Source: an optimization exercise on an open RTL-to-GDS flow (aim: small area). Production flows keep margins and buffers that such runs may drop.
At most, simulation tests tie the RTL to the original design; equivalence was not proved.
The clock port is modelled as an ideal driver, which makes a skipped or thinned clock tree look cheaper than it is; a real chip needs a root buffer or a tree.
Power is estimated from default activity; no workload was simulated.

old:
Design flight_top, start of the top module:
module flight_top (
    input  logic        clk100mhz,
    input  logic        btnC,
    input  logic [15:0] sw,
    output logic [15:0] led
);
Size: roughly 400 cells after synthesis, roughly 120 flip-flops, ~34 I/O pins, roughly 3900 um^2 of cells after synthesis.
==> module flight_top, before the edit <==
module flight_top (
    input  logic        clk100mhz,
    input  logic        btnC,
    input  logic [15:0] sw,
    output logic [15:0] led
);
    logic rst;
    assign rst = btnC;
    logic [16:0] m, mq;
    assign m = ~mq;
    logic        fresh;    
    logic        upd;
    assign upd = m[16] & m[15] & m[10] & m[9] & m[7] & m[5];
    always_ff @(posedge clk100mhz) begin
        if (rst) mq <= ~17'd0;
        else     mq <= ~((m + 17'd1) & ~({17{upd}} & 17'd100000));
        fresh <= rst | (fresh & ~upd);
    end
    logic [4:0] t;
    assign t = m[4:0];
    logic hz, p1, p2;
    assign hz = (m[16:7] == 10'd0);
    assign p1 = hz & ~m[6] &  m[5] & ~t[4];     
    assign p2 = hz &  m[6] & ~m[5];             
    logic lo8, lo16, t0, t31;
    assign lo8  = ~t[4] & ~t[3];
    assign lo16 = ~t[4];
    assign t0   = (t == 5'd0);
    assign t31  = (t == 5'd31);
    logic [7:0]  L, N, C, Il;
    logic [15:0] R, E;
    logic [4:0]  Ib;
    logic [9:0]  Ic;
    logic [12:0] P;
    logic [7:0]  V;
    logic L_t, N_t, C_t, Il_t, R_t, E_t, Ib_t, Ic_t, P_t;
    assign L_t  = L[7];
    assign N_t  = N[7];
    assign C_t  = C[7];
    assign Il_t = Il[7];
    assign R_t  = R[15];
    assign E_t  = E[15];
    assign Ib_t = Ib[4];
    assign Ic_t = Ic[9];
    assign P_t  = P[12];
    logic vsel, astr;
    assign vsel = V[t[2:0]];
    assign astr = t[3] ? vsel : L_t;
    logic cr_q, cr_in, r_x, r_s, r_c;
    assign cr_in = t0 ? 1'b0 : cr_q;
    assign r_x   = lo8 & (m[6] ? C_t : N_t);
    assign {r_c, r_s} = R_t + r_x + cr_in;
    logic nf_in, neg_o;
    assign neg_o = astr ^ nf_in;
    logic sg_q;
    logic g1, g3, g5, g7;
    assign g1 = (t[3:0] != 4'd0);
    assign g3 = t[3] | t[2] | (t[1] & t[0]);
    assign g5 = t[3] | (t[2] & (t[1] | t[0]));
    assign g7 = t[3] | (t[2] & t[1] & t[0]);
    logic x1, x2, x3, x4, x5;
    assign x1 = m[6] ? astr : (g7 & E[6]);
    assign x2 = m[6] ? R_t  : ~(g3 & E[2]);
    assign x3 = m[6] ? (lo8 ? Il_t : (t < 5'd13) ? Ib_t : Ic_t) : ~(g5 & P[2]);
    assign x4 = m[6] ? (t[4] ? sg_q : E_t) : ~(g3 & P[0]);
    assign x5 = g1 & ((t[3:0] < 4'd6) ? Ib[0] : Ic[0]);
    logic [3:0] k_q, k_in;
    assign k_in = t0 ? {1'b0, ~m[6], ~m[6], ~m[6]} : k_q;
    logic sa, ca, sb, cb, sc, cc, sd, cd;
    assign {ca, sa} = x1 + x2 + k_in[0];
    assign {cb, sb} = x3 + x4 + k_in[1];
    assign {cc, sc} = x5 + sa + k_in[2];
    assign {cd, sd} = sb + sc + k_in[3];
    assign nf_in = k_in[2];
    assign sg_q  = k_q[3];
    logic d_s, i_s;
    assign d_s = sa;
    assign i_s = sb;
    always_ff @(posedge clk100mhz) begin
        cr_q <= r_c;
        k_q[0] <= ca;
        k_q[1] <= cb;
        k_q[2] <= m[6] ? (nf_in | astr) : cc;
        k_q[3] <= m[6] ? (t[4] ? sg_q : E_t) : cd;
    end
    logic w_l, w_n1, w_n2, w_r, w_e, w_p, w_il, w_ib, w_ic;
    assign w_l  = p2 & lo8;
    assign w_n1 = p1 & t[3];
    assign w_n2 = p2 & ~t[4] & t[3];
    assign w_r  = (p1 | p2) & lo16;
    assign w_e  = p2 & lo16;
    assign w_p  = p2 & (t < 5'd13);
    assign w_il = p2 & lo8;
    assign w_ib = p2 & (t >= 5'd8) & (t < 5'd13);
    assign w_ic = p2 & (t >= 5'd13) & (t < 5'd23);
    logic L_h, N_h, C_h, R_h, E_h, P_h, Il_h, Ib_h, Ic_h;
    assign L_h  = ~fresh & (w_l  ? d_s : L_t);
    assign N_h  = w_n1 ? sd : w_n2 ? d_s : N_t;      
    assign C_h  = ~fresh & (w_n2 ? N_t : C_t);
    assign R_h  = ~fresh & (w_r  ? r_s : R_t);
    assign E_h  = w_e  ? neg_o : E_t;                
    assign P_h  = ~fresh & (w_p  ? E_t : P_t);
    assign Il_h = ~fresh & (w_il ? i_s : Il_t);
    assign Ib_h = ~fresh & (w_ib ? i_s : Ib_t);
    assign Ic_h = ~fresh & (w_ic ? i_s : Ic_t);
    always_ff @(posedge clk100mhz) begin
        L  <= {L[6:0], L_h};
        C  <= {C[6:0], C_h};
        R  <= {R[14:0], R_h};
        E  <= {E[14:0], E_h};
        P  <= {P[11:0], P_h};
        Il <= {Il[6:0], Il_h};
        Ib <= {Ib[3:0], Ib_h};
        Ic <= {Ic[8:0], Ic_h};
        if (upd)
            N <= {sw[1], sw[2], sw[3], sw[4], sw[5], sw[6], sw[7], sw[0]};
        else
            N <= {N[6:0], N_h};
        if (rst)      V <= 8'd0;
        else if (upd) V <= {N[0], N[1], N[2], N[3], N[4], N[5], N[6], N[7]};
    end
    assign led = {8'd0, V};
endmodule
clock: 10.0 ns
lec_check: 0
abc_area: 1
cap_margin: 20
core_margin: 2
core_utilization: 75
place_density: 0.85
slew_margin: 20
standard.sh (not shown) runs the stock make flow with config.mk's settings and CLKGATE_MAP_FILE= SYNTH_SCRIPT=/design/flow/synth_recipe.tcl, a recipe that flattens the netlist after the stock synthesis.
==> flow/flow/run.sh <==
#!/bin/bash
# Standard layout with: small port buffers, one shared tie cell, logic
# re-mapped for area (restructure) with gates
# at their smallest drive strength, and a hand-made clock tree (the clock
# port drives four clkbuf_16, each feeding one cluster of flip-flops).
set -euo pipefail
F="$PWD/flow"
bash standard.sh finish \
  SKIP_REPAIR_TIE_FANOUT=1 \
  POST_FLOORPLAN_TCL="$F/restructure.tcl" \
  BUFFER_PORTS_ARGS="-buffer_cell sky130_fd_sc_hd__buf_1" \
  PRE_CTS_TCL="$F/mtree.tcl" \
  POST_CTS_TCL="$F/mpost.tcl" \
  CTS_ARGS="-clk_nets clk100mhz -sink_clustering_enable -repair_clock_nets -dont_use_dummy_load -buf_list sky130_fd_sc_hd__clkbuf_4" \
  > make.log 2>&1
Other scripts of this flow, unchanged in this note and not shown: flow/flow/downsize.tcl, flow/flow/mpost.tcl, flow/flow/mtree.tcl, flow/flow/restructure.tcl
Setup changes, old to new
--- a/flow/design.v
+++ b/flow/design.v
@@ -26,24 +26,21 @@
     assign lo8  = ~t[4] & ~t[3];
     assign lo16 = ~t[4];
     assign t0   = (t == 5'd0);
     assign t31  = (t == 5'd31);
     logic [7:0]  L, N, C, Il;
-    logic [15:0] R, E;
-    logic [4:0]  Ib;
-    logic [9:0]  Ic;
+    logic [15:0] R, E, Ih;
     logic [12:0] P;
     logic [7:0]  V;
-    logic L_t, N_t, C_t, Il_t, R_t, E_t, Ib_t, Ic_t, P_t;
+    logic L_t, N_t, C_t, Il_t, R_t, E_t, Ih_t, P_t;
     assign L_t  = L[7];
     assign N_t  = N[7];
     assign C_t  = C[7];
     assign Il_t = Il[7];
     assign R_t  = R[15];
     assign E_t  = E[15];
-    assign Ib_t = Ib[4];
-    assign Ic_t = Ic[9];
+    assign Ih_t = Ih[15];
     assign P_t  = P[12];
     logic vsel, astr;
     assign vsel = V[t[2:0]];
     assign astr = t[3] ? vsel : L_t;
     logic cr_q, cr_in, r_x, r_s, r_c;
@@ -59,13 +56,13 @@
     assign g5 = t[3] | (t[2] & (t[1] | t[0]));
     assign g7 = t[3] | (t[2] & t[1] & t[0]);
     logic x1, x2, x3, x4, x5;
     assign x1 = m[6] ? astr : (g7 & E[6]);
     assign x2 = m[6] ? R_t  : ~(g3 & E[2]);
-    assign x3 = m[6] ? (lo8 ? Il_t : (t < 5'd13) ? Ib_t : Ic_t) : ~(g5 & P[2]);
+    assign x3 = m[6] ? (lo8 ? Il_t : Ih_t) : ~(g5 & P[2]);
     assign x4 = m[6] ? (t[4] ? sg_q : E_t) : ~(g3 & P[0]);
-    assign x5 = g1 & ((t[3:0] < 4'd6) ? Ib[0] : Ic[0]);
+    assign x5 = g1 & Ih[8];
     logic [3:0] k_q, k_in;
     assign k_in = t0 ? {1'b0, ~m[6], ~m[6], ~m[6]} : k_q;
     logic sa, ca, sb, cb, sc, cc, sd, cd;
     assign {ca, sa} = x1 + x2 + k_in[0];
     assign {cb, sb} = x3 + x4 + k_in[1];
@@ -81,39 +78,36 @@
         k_q[0] <= ca;
         k_q[1] <= cb;
         k_q[2] <= m[6] ? (nf_in | astr) : cc;
         k_q[3] <= m[6] ? (t[4] ? sg_q : E_t) : cd;
     end
-    logic w_l, w_n1, w_n2, w_r, w_e, w_p, w_il, w_ib, w_ic;
+    logic w_l, w_n1, w_n2, w_r, w_e, w_p, w_il, w_ih;
     assign w_l  = p2 & lo8;
     assign w_n1 = p1 & t[3];
     assign w_n2 = p2 & ~t[4] & t[3];
     assign w_r  = (p1 | p2) & lo16;
     assign w_e  = p2 & lo16;
     assign w_p  = p2 & (t < 5'd13);
     assign w_il = p2 & lo8;
-    assign w_ib = p2 & (t >= 5'd8) & (t < 5'd13);
-    assign w_ic = p2 & (t >= 5'd13) & (t < 5'd23);
-    logic L_h, N_h, C_h, R_h, E_h, P_h, Il_h, Ib_h, Ic_h;
+    assign w_ih = p2 & (t[4] ^ t[3]);
+    logic L_h, N_h, C_h, R_h, E_h, P_h, Il_h, Ih_h;
     assign L_h  = ~fresh & (w_l  ? d_s : L_t);
     assign N_h  = w_n1 ? sd : w_n2 ? d_s : N_t;      
     assign C_h  = ~fresh & (w_n2 ? N_t : C_t);
     assign R_h  = ~fresh & (w_r  ? r_s : R_t);
     assign E_h  = w_e  ? neg_o : E_t;                
     assign P_h  = ~fresh & (w_p  ? E_t : P_t);
     assign Il_h = ~fresh & (w_il ? i_s : Il_t);
-    assign Ib_h = ~fresh & (w_ib ? i_s : Ib_t);
-    assign Ic_h = ~fresh & (w_ic ? i_s : Ic_t);
+    assign Ih_h = ~fresh & (w_ih ? i_s : Ih_t);
     always_ff @(posedge clk100mhz) begin
         L  <= {L[6:0], L_h};
         C  <= {C[6:0], C_h};
         R  <= {R[14:0], R_h};
         E  <= {E[14:0], E_h};
         P  <= {P[11:0], P_h};
         Il <= {Il[6:0], Il_h};
-        Ib <= {Ib[3:0], Ib_h};
-        Ic <= {Ic[8:0], Ic_h};
+        Ih <= {Ih[14:0], Ih_h};
         if (upd)
             N <= {sw[1], sw[2], sw[3], sw[4], sw[5], sw[6], sw[7], sw[0]};
         else
             N <= {N[6:0], N_h};
         if (rst)      V <= 8'd0;
## What came out
new finished every stage and its layout cleared the timing, design-rule and antenna checks.
Diff old -> new | register share of total power | decrease of 0.9 points
Looking at minimum period implied by the final worst setup slack across old and new, the one that comes out higher is new.
Relative to old, flip-flop and latch count has gone up in new.
Compared with old, area used by multi-input combinational logic in new decreased by a few percent.
Power: new vs old up about 3%
Compared with old, in new worst setup margin dropped 0.35 ns, peak clock frequency supported by timing dropped 8.7%, hold slack dropped 0.011 ns, area after synthesis dropped 1.9%.
Run comparison: new startpoint of the most critical setup path mq[3]$_SDFF_PP1_; old startpoint of the most critical setup path mq[0]$_SDFF_PP1_
The RTL of old was laid out without a check of its function. No run of this note takes its clock network from TritonCTS; it comes from the design's own scripts or RTL.

-- static timing again, ports no longer ideal --
In the flow no input, the clock included, has a driving cell. The finished layouts below were timed again as built, in two steps.
Step 1 sets driving cells, clkbuf_16 on the clock port and buf_2 on the other inputs (assumed; they add their load-dependent delay and slew).
Step 2 moves the port delays by t, midway between the first and last clock arrival at a register: inputs arrive t later, outputs are due t later. That takes back most of the time a late clock gives input paths.
Slacks: no drivers / after step 1 / after step 2; pairs: no drivers / after step 1.
| run | t (ns) | setup slack, ns | worst setup path after step 2 | worst slew at a driven data input, ns | cell pins on the clock port's net |
|---|---|---|---|---|---|
| old | 0.237 | 6.298 / 6.298 / 6.298 | register to register | 0.04 | 4 |
| new | 0.237 | 5.947 / 5.947 / 5.947 | register to register | 0.04 | 4 |
After both steps every run listed still meets setup and hold.
